Background: an optimization exercise with open tools, aiming at small area, a short achievable clock period and few clock cycles. Do not read the settings as production practice. The flow treats the clock pin as an ideal source. Dropping or thinning the clock tree relies on that and would not hold on a real chip.

== rev 12 ==
==> flow/design.v <==
module calc_crc (
    input [7:0] CRC_I,
    input [7:0] DATA_I,
    output [7:0] CRC_O
);
    assign CRC_O[0] = CRC_I[0] ^ CRC_I[6] ^ CRC_I[7] ^ DATA_I[0] ^ DATA_I[6] ^ DATA_I[7];
    assign CRC_O[1] = CRC_I[0] ^ CRC_I[1] ^ CRC_I[6] ^ DATA_I[0] ^ DATA_I[1] ^ DATA_I[6];
    assign CRC_O[2] = CRC_I[0] ^ CRC_I[1] ^ CRC_I[2] ^ CRC_I[6] ^ DATA_I[0] ^ DATA_I[1] ^ DATA_I[2] ^ DATA_I[6];
    assign CRC_O[3] = CRC_I[1] ^ CRC_I[2] ^ CRC_I[3] ^ CRC_I[7] ^ DATA_I[1] ^ DATA_I[2] ^ DATA_I[3] ^ DATA_I[7];
    assign CRC_O[4] = CRC_I[2] ^ CRC_I[3] ^ CRC_I[4] ^ DATA_I[2] ^ DATA_I[3] ^ DATA_I[4];
    assign CRC_O[5] = CRC_I[3] ^ CRC_I[4] ^ CRC_I[5] ^ DATA_I[3] ^ DATA_I[4] ^ DATA_I[5];
    assign CRC_O[6] = CRC_I[4] ^ CRC_I[5] ^ CRC_I[6] ^ DATA_I[4] ^ DATA_I[5] ^ DATA_I[6];
    assign CRC_O[7] = CRC_I[5] ^ CRC_I[6] ^ CRC_I[7] ^ DATA_I[5] ^ DATA_I[6] ^ DATA_I[7];
endmodule
module AxisCrcChecker(
  input        clock,
  input        reset,
  output       io_AxisSlv_ready,
  input        io_AxisSlv_valid,
  input        io_AxisSlv_bits_Tlast,
  input  [7:0] io_AxisSlv_bits_Tdata,
  input        io_AxisMst_ready,
  output       io_AxisMst_valid,
  output       io_AxisMst_bits_Tlast,
  output [7:0] io_AxisMst_bits_Tdata
);
  localparam N  = 1024;           
  localparam LW = 7;              
  localparam LR = 6;              
  localparam KW = N >> LW;        
  localparam KR = N >> LR;        
  localparam [LR-1:0] RC = {LR{1'b1}};  
  localparam QS = 8;              
  localparam QL = 3;
  reg        in_rdy;
  reg  [1:0] b_cnt;
  wire       rdy_i = ~b_cnt[1];
  wire       acc = io_AxisSlv_valid & rdy_i;
  reg [8:0] bq0, bq1;             
  reg       b_wp, b_rp;
  wire      b_ne = (b_cnt != 2'd0);
  wire [8:0] b_head = b_rp ? bq1 : bq0;
  wire [7:0] w_d = b_head[7:0];
  wire       w_l = b_head[8];
  always @(posedge clock) begin
    if (acc & ~b_wp) bq0 <= {io_AxisSlv_bits_Tlast, io_AxisSlv_bits_Tdata};
    if (acc &  b_wp) bq1 <= {io_AxisSlv_bits_Tlast, io_AxisSlv_bits_Tdata};
  end
  reg  [7:0] crc;
  wire [7:0] crc_n;
  calc_crc u_calc_crc (.CRC_I(crc), .DATA_I(w_d), .CRC_O(crc_n));
  wire       w_g = (crc_n == 8'h00);
  reg  [9:0]  wpm;
  reg  [9:0]  rp;
  reg         wfull;
  reg         r_al;               
  reg  [9:0]  pk_len;             
  reg         cur_v;              
  reg  [9:0]  rem;                
  reg         lastb;              
  reg [10:0]   qq [0:QS-1];
  reg [QL-1:0] q_wp, q_rp;
  reg [QL:0]   q_cnt;               
  reg [10:0]   q_head;
  reg          q_ne;
  wire         q_room = ~(q_ne & q_cnt[QL]);
  wire         qq_ne = (q_cnt != 0);
  wire eq     = (rp == wpm);
  wire full   = eq & wfull;
  wire w_al   = (wpm[LW-1:0] == {LW{1'b1}});
  wire wr     = b_ne & w_al & ~full & (~w_l | q_room);
  wire empty  = eq & ~wfull;
  wire hold   = empty & w_al & ~wr;
  wire [9-LW:0] w_tap = wpm[9:LW];    
  reg        credit;
  reg  [1:0] f_used;              
  wire       rd    = cur_v & r_al & credit;
  wire       next  = ~cur_v | (rd & lastb);
  wire       load  = next & q_ne;
  wire       q_push    = wr & w_l;
  wire       q_to_head = q_push & ~qq_ne & (~q_ne | load);
  wire       skip  = load & ~q_head[10];
  wire [9:0] rp_sk = rp - q_head[9:0] - rd;
  reg  [8*N-1:0] ring;
  wire [8*N-1:0] rot = {ring[8*N-9:0], ring[8*N-1:8*N-8]};
  integer k;
  always @(posedge clock) begin
    ring <= rot;
    for (k = 0; k < KW; k = k + 1)
      if (wr && w_tap == k) ring[8*(((k+1)<<LW) % N) +: 8] <= w_d;
  end
  wire [8*KR-1:0] taps;
  genvar g;
  generate
    for (g = 0; g < KR; g = g + 1) begin : g_tap
      assign taps[8*g +: 8] = ring[8*((g<<LR)+RC) +: 8];
    end
  endgenerate
  wire [7:0] x_d = taps[8*rp[9:LR] +: 8];
  wire       x_l = lastb;
  wire       x_v = rd;
  reg pop_q;
  wire [1:0] b_cnt_n = {~wr & (b_cnt[1] | (b_cnt[0] & acc)),
                        (b_cnt[1] & wr) | (b_cnt[0] & (acc ~^ wr)) | (~b_cnt[1] & ~b_cnt[0] & acc)};
  always @(posedge clock) begin
    if (q_push & ~q_to_head) qq[q_wp] <= {w_g, pk_len};
    if (q_to_head) q_head <= {w_g, pk_len};
    else if (load & qq_ne) q_head <= qq[q_rp];
  end
  wire [1:0] f_next = f_used + rd - pop_q;
  reg rst_q;
  always @(posedge clock) begin
    rst_q <= reset;
    in_rdy <= reset | wr | ~(b_cnt[1] | (b_cnt[0] & io_AxisSlv_valid));
    if (reset) begin
      b_wp <= 1'b0; b_rp <= 1'b0; b_cnt <= 2'd0;
    end else begin
      if (acc) b_wp <= ~b_wp;
      if (wr)  b_rp <= ~b_rp;
      b_cnt <= b_cnt_n;
    end
  end
  always @(posedge clock) begin
    if (rst_q) begin
      wpm <= 10'd1023;
      wfull <= 1'b0;
      rp <= 10'd1023;
      r_al <= 1'b1;
      pk_len <= 10'd0;
      cur_v <= 1'b0;
      rem <= 10'd0;
      lastb <= 1'b0;
      crc <= 8'hff;
      q_wp <= 0; q_rp <= 0; q_cnt <= 0; q_ne <= 1'b0;
      f_used <= 2'd0;
      credit <= 1'b0;
    end else begin
      if (wr) crc <= w_l ? 8'hff : crc_n;
      if (wr) begin
        pk_len <= w_l ? 10'd0 : pk_len + 10'd1;
      end else if (~hold) wpm <= wpm + 10'd1;
      if (q_push & ~q_to_head) q_wp <= q_wp + 1'b1;
      if (load & qq_ne) q_rp <= q_rp + 1'b1;
      q_cnt <= q_cnt + (q_push & ~q_to_head) - (load & qq_ne);
      q_ne <= q_push | qq_ne | (q_ne & ~load);
      if (next) cur_v <= load & q_head[10];
      if (load) begin
        rem <= q_head[9:0];
        lastb <= (q_head[9:0] == 10'd0);
      end else if (rd) begin
        rem <= rem - 10'd1;
        lastb <= (rem == 10'd1);
      end
      if (wr) wfull <= 1'b1;
      else if (rd | skip) wfull <= 1'b0;
      if (skip) begin
        rp <= rp_sk;
        r_al <= (rp_sk[LR-1:0] == RC);
      end else if (~rd & ~hold) begin
        rp <= rp + 10'd1;
        r_al <= (rp[LR-1:0] == RC - 1'b1);
      end
      f_used <= f_next;
      credit <= (f_next != 2'd3);
    end
  end
  reg [8:0] oq0, oq1, oq2;
  reg [1:0] oq_wp, oq_rp, oq_cnt;
  reg       o_v;
  reg [7:0] o_d;
  reg       o_l;
  wire       oq_ne  = (oq_cnt != 2'd0);
  wire [1:0] oq_rp1 = (oq_rp == 2'd2) ? 2'd0 : oq_rp + 2'd1;
  wire [8:0] x_e    = {x_l, x_d};
  wire [8:0] e_rp   = (oq_rp  == 2'd0) ? oq0 : (oq_rp  == 2'd1) ? oq1 : oq2;
  wire [8:0] e_rp1  = (oq_rp1 == 2'd0) ? oq0 : (oq_rp1 == 2'd1) ? oq1 : oq2;
  wire [1:0] cnt_h  = oq_cnt + x_v;
  wire [8:0] nh_h   = oq_ne ? e_rp : x_e;
  wire [1:0] cnt_p  = oq_cnt + x_v - oq_ne;
  wire [1:0] rp_p   = oq_ne ? oq_rp1 : oq_rp;
  wire [8:0] nh_p   = oq_cnt[1] ? e_rp1 : x_e;
  always @(posedge clock) begin
    if (x_v && oq_wp == 2'd0) oq0 <= x_e;
    if (x_v && oq_wp == 2'd1) oq1 <= x_e;
    if (x_v && oq_wp == 2'd2) oq2 <= x_e;
    {o_l, o_d} <= io_AxisMst_ready ? nh_p : nh_h;
    o_v <= ~reset & ~rst_q & (io_AxisMst_ready ? (cnt_p != 2'd0) : (cnt_h != 2'd0));
    if (rst_q) begin
      oq_wp <= 2'd0; oq_rp <= 2'd0; oq_cnt <= 2'd0;
      pop_q <= 1'b0;
    end else begin
      pop_q <= io_AxisMst_ready & oq_ne;
      if (x_v) oq_wp <= (oq_wp == 2'd2) ? 2'd0 : oq_wp + 2'd1;
      oq_rp <= io_AxisMst_ready ? rp_p : oq_rp;
      oq_cnt <= io_AxisMst_ready ? cnt_p : cnt_h;
    end
  end
  assign io_AxisSlv_ready      = in_rdy;
  assign io_AxisMst_valid      = o_v;
  assign io_AxisMst_bits_Tdata = o_d;
  assign io_AxisMst_bits_Tlast = o_l;
endmodule
clock: 15.0 ns
lec_check: 0
cap_margin: 40
core_margin: 2
core_utilization: 60
cts_buf_list: sky130_fd_sc_hd__clkbuf_16
cts_cluster_diameter: 100
cts_cluster_size: 30
place_density: 0.7
slew_margin: 40
synth_memory_max_bits: 16384
standard.sh (not shown) runs the stock make flow with config.mk's settings and CLKGATE_MAP_FILE= SYNTH_SCRIPT=/design/flow/synth_recipe.tcl, a recipe that flattens the netlist after the stock synthesis.
==> flow/flow/run.sh <==
#!/bin/bash
# Standard layout with these changes:
#  - the pins of each AXI4-Stream port are kept together (pins.tcl), and every
#    port gets a fast buffer (buf_4) instead of the default choice; timing
#    repair aims below the 15 ns constraint;
#  - during global placement, each flip-flop that drives an output port is
#    held next to its pin (placeio_early.tcl, unfix.tcl); after placement each
#    output port's buffer and its flip-flop are moved next to the pin
#    (placeio.tcl);
#  - after clock tree synthesis, the clock tree is rebuilt as a balanced tree
#    of four levels of inverters, the top level's four cells on the clock port
#    (ctree.tcl, ctree_build.tcl).
set -euo pipefail
export BUFFER_PORTS_ARGS="-buffer_cell sky130_fd_sc_hd__buf_4"
export SETUP_SLACK_MARGIN=11
export PRE_IO_PLACEMENT_TCL=$PWD/flow/pins.tcl
RES=orfs/results/$FLOW_PLATFORM/AxisCrcChecker/base
bash standard.sh $PWD/$RES/3_2_place_iop.odb > standard_iop.log 2>&1
openroad -no_init -exit flow/placeio_early.tcl > placeio_early.log 2>&1
bash standard.sh $PWD/$RES/3_3_place_gp.odb > standard_gp.log 2>&1
openroad -no_init -exit flow/unfix.tcl > unfix.log 2>&1
bash standard.sh place > standard_place.log 2>&1
openroad -no_init -exit flow/placeio.tcl > placeio.log 2>&1
bash standard.sh cts > standard_cts.log 2>&1
openroad -no_init -exit flow/ctree.tcl > ctree.log 2>&1
bash standard.sh > standard_finish.log 2>&1
==> flow/flow/ctree_build.tcl <==
# Replace the clock tree with a balanced tree of inverters built by recursive
# bisection of the clock sinks.  Levels (top to bottom): L1 (on the port, 4
# cells), L2, L3, L4 (leaves, at most F4 sinks each).  An even number of
# inverting levels keeps the clock's polarity.
proc env_or {name def} { if {[info exists ::env($name)]} { return $::env($name) } { return $def } }
set F4 [env_or CT_F4 30]
set F3 [env_or CT_F3 4]
set N2 [env_or CT_N2 4]
set M1 [env_or CT_M1 sky130_fd_sc_hd__clkinv_16]
set M2 [env_or CT_M2 sky130_fd_sc_hd__clkinv_16]
set M3 [env_or CT_M3 sky130_fd_sc_hd__clkinv_8]
set M4 [env_or CT_M4 sky130_fd_sc_hd__clkinv_8]
set H4 [expr {[env_or CT_H4 1e9] * [[ord::get_db_block] getDbUnitsPerMicron]}]

set block [ord::get_db_block]
set db [ord::get_db]
set port [$block findBTerm clock]
set pnet [$port getNet]

set sinks {}
set dead_insts {}
set dead_nets {}
proc walk {net} {
  global sinks dead_insts dead_nets
  foreach it [$net getITerms] {
    if {![$it isInputSignal]} { continue }
    set inst [$it getInst]
    set m [[$inst getMaster] getName]
    if {[string match "*__clkbuf_*" $m] || [string match "*__clkinv_*" $m] || [string match "*__buf_*" $m] || [string match "*__inv_*" $m]} {
      lappend dead_insts $inst
      foreach o [$inst getITerms] {
        if {[$o isOutputSignal]} { set on [$o getNet]; if {$on ne "NULL"} { lappend dead_nets $on; walk $on } }
      }
    } else {
      lappend sinks $it
    }
  }
}
walk $pnet
puts "ctree: [llength $sinks] sinks, removing [llength $dead_insts] buffers"
set pts {}
foreach it $sinks {
  set xy [$it getAvgXY]
  if {[lindex $xy 0] == 0} {
    set loc [[$it getInst] getLocation]
    set xy [list 1 [lindex $loc 0] [lindex $loc 1]]
  }
  lappend pts [list [lindex $xy 1] [lindex $xy 2] $it]
  $it disconnect
}
foreach inst $dead_insts {
  foreach it [$inst getITerms] { if {[$it getNet] ne "NULL"} { $it disconnect } }
  odb::dbInst_destroy $inst
}
foreach n $dead_nets { odb::dbNet_destroy $n }

proc split_pts {items m} {
  if {$m <= 1 || [llength $items] <= 1} { return [list $items] }
  set m1 [expr {$m / 2}]
  set m2 [expr {$m - $m1}]
  set xs {}; set ys {}
  foreach p $items { lappend xs [lindex $p 0]; lappend ys [lindex $p 1] }
  set xs [lsort -integer $xs]; set ys [lsort -integer $ys]
  set dx [expr {[lindex $xs end] - [lindex $xs 0]}]
  set dy [expr {[lindex $ys end] - [lindex $ys 0]}]
  set idx [expr {$dx >= $dy ? 0 : 1}]
  set s [lsort -integer -index $idx $items]
  set n [llength $s]
  set cut [expr {int(round(double($n) * $m1 / $m))}]
  if {$cut < 1} { set cut 1 }
  if {$cut > $n - 1} { set cut [expr {$n - 1}] }
  return [concat [split_pts [lrange $s 0 [expr {$cut - 1}]] $m1] [split_pts [lrange $s $cut end] $m2]]
}
proc hpwl {items} {
  set xs {}; set ys {}
  foreach p $items { lappend xs [lindex $p 0]; lappend ys [lindex $p 1] }
  set xs [lsort -integer $xs]; set ys [lsort -integer $ys]
  return [expr {[lindex $xs end] - [lindex $xs 0] + [lindex $ys end] - [lindex $ys 0]}]
}
# split a group of sinks into leaves of at most F4 sinks whose spread is at most H4
proc leaf_groups {items} {
  global F4 H4
  set nl [expr {int(ceil(double([llength $items]) / $F4))}]
  set out {}
  foreach g [split_pts $items $nl] {
    if {[llength $g] > 1 && [hpwl $g] > $H4} {
      set out [concat $out [split_pts $g 2]]
    } else {
      lappend out $g
    }
  }
  return $out
}
proc centroid {items} {
  set sx 0.0; set sy 0.0
  foreach p $items { set sx [expr {$sx + [lindex $p 0]}]; set sy [expr {$sy + [lindex $p 1]}] }
  set n [llength $items]
  return [list [expr {int($sx / $n)}] [expr {int($sy / $n)}]]
}
set cnt 0
# make an inverter of master m at (x, y) driving the given iterms; returns {x y inputITerm}
proc make_inv {mname lvl x y loads} {
  global block db cnt
  set master [$db findMaster $mname]
  incr cnt
  set inst [odb::dbInst_create $block $master "ctinv_${lvl}_$cnt"]
  set w [$master getWidth]; set h [$master getHeight]
  $inst setLocation [expr {$x - $w / 2}] [expr {$y - $h / 2}]
  $inst setPlacementStatus PLACED
  set net [odb::dbNet_create $block "ctnet_${lvl}_$cnt"]
  $net setSigType CLOCK
  [$inst findITerm Y] connect $net
  foreach it $loads { $it connect $net }
  return [list $x $y [$inst findITerm A]]
}
set l1items {}
foreach g1 [split_pts $pts 4] {
  set l2items {}
  foreach g2 [split_pts $g1 $N2] {
    set nleaf [expr {int(ceil(double([llength $g2]) / $F4))}]
    set n3 [expr {int(ceil(double($nleaf) / $F3))}]
    set l3items {}
    foreach g3 [split_pts $g2 $n3] {
      set l4items {}
      foreach g4 [leaf_groups $g3] {
        set c [centroid $g4]
        set loads {}
        foreach p $g4 { lappend loads [lindex $p 2] }
        lappend l4items [make_inv $M4 4 [lindex $c 0] [lindex $c 1] $loads]
      }
      set c [centroid $l4items]
      set loads {}
      foreach p $l4items { lappend loads [lindex $p 2] }
      lappend l3items [make_inv $M3 3 [lindex $c 0] [lindex $c 1] $loads]
    }
    set c [centroid $l3items]
    set loads {}
    foreach p $l3items { lappend loads [lindex $p 2] }
    lappend l2items [make_inv $M2 2 [lindex $c 0] [lindex $c 1] $loads]
  }
  set c [centroid $l2items]
  set loads {}
  foreach p $l2items { lappend loads [lindex $p 2] }
  set r [make_inv $M1 1 [lindex $c 0] [lindex $c 1] $loads]
  [lindex $r 2] connect $pnet
}
puts "ctree: built $cnt inverters"
Other scripts of this flow, unchanged in this note and not shown: flow/flow/ctree.tcl, flow/flow/pins.tcl, flow/flow/placeio.tcl, flow/flow/placeio_early.tcl, flow/flow/unfix.tcl
Rev 12 was carried through to the last stage, and its layout satisfied the timing, DRC and antenna checks.
Edits applied to the flow inputs when going from rev 12 to rev 13:
diff --git a/flow/flow/ctree_build.tcl b/flow/flow/ctree_build.tcl
--- a/flow/flow/ctree_build.tcl
+++ b/flow/flow/ctree_build.tcl
@@ -12,3 +12,3 @@
 set M4 [env_or CT_M4 sky130_fd_sc_hd__clkinv_8]
-set H4 [expr {[env_or CT_H4 1e9] * [[ord::get_db_block] getDbUnitsPerMicron]}]
+set H4 [expr {[env_or CT_H4 120] * [[ord::get_db_block] getDbUnitsPerMicron]}]
 
Findings:
The global-route usage over all layers of rev 12 and that of rev 13 are within noise of each other. Against rev 12, rev 13 reports a worst hold slack after final layout that is lower. Between rev 13 and rev 12, the difference in wire length reported by the detailed router is negligible. Rev 13 vs. rev 12: flip-flop and latch count after synthesis stayed essentially flat; total number of vias stayed essentially flat; mean post-synth cell area stayed essentially flat; met1 usage in global routing stayed essentially flat. The routed length per instance of rev 12 and that of rev 13 are within noise of each other. Status: switching part of the total parity (rev 13, rev 12).
Function was not checked in any run of this note: the RTL went through the layout flow alone. No run of this note takes its clock network from TritonCTS; it comes from the design's own scripts or RTL.

what the ideal ports hide:
How much do the figures lean on ideal ports? The routed layouts below were timed once more, with nothing changed but the port constraints. Step 1 (the two cells are an assumption about what drives the block):
set clk [get_ports {clock}]
set_driving_cell -lib_cell sky130_fd_sc_hd__clkbuf_16 $clk
set_driving_cell -lib_cell sky130_fd_sc_hd__buf_2 [delete_from_list [all_inputs] $clk]
Step 2, shift: input delay + t, output delay - t, t = (earliest + latest rising clock arrival at the registers) / 2. This alone moves slack from input paths to output paths. a / b / c = ideal / step 1 / step 2; a / b = the first two.
| run | shift t [ns] | slack for setup (ns) | clock arrival spread, ns |
|---|---|---|---|
| rev 12 | 0.853 | 10.999 / 10.680 / 10.763 | 0.097 / 0.096 |
| rev 13 | 0.860 | 10.992 / 10.673 / 10.756 | 0.111 / 0.109 |
After both steps every run listed still meets setup and hold.
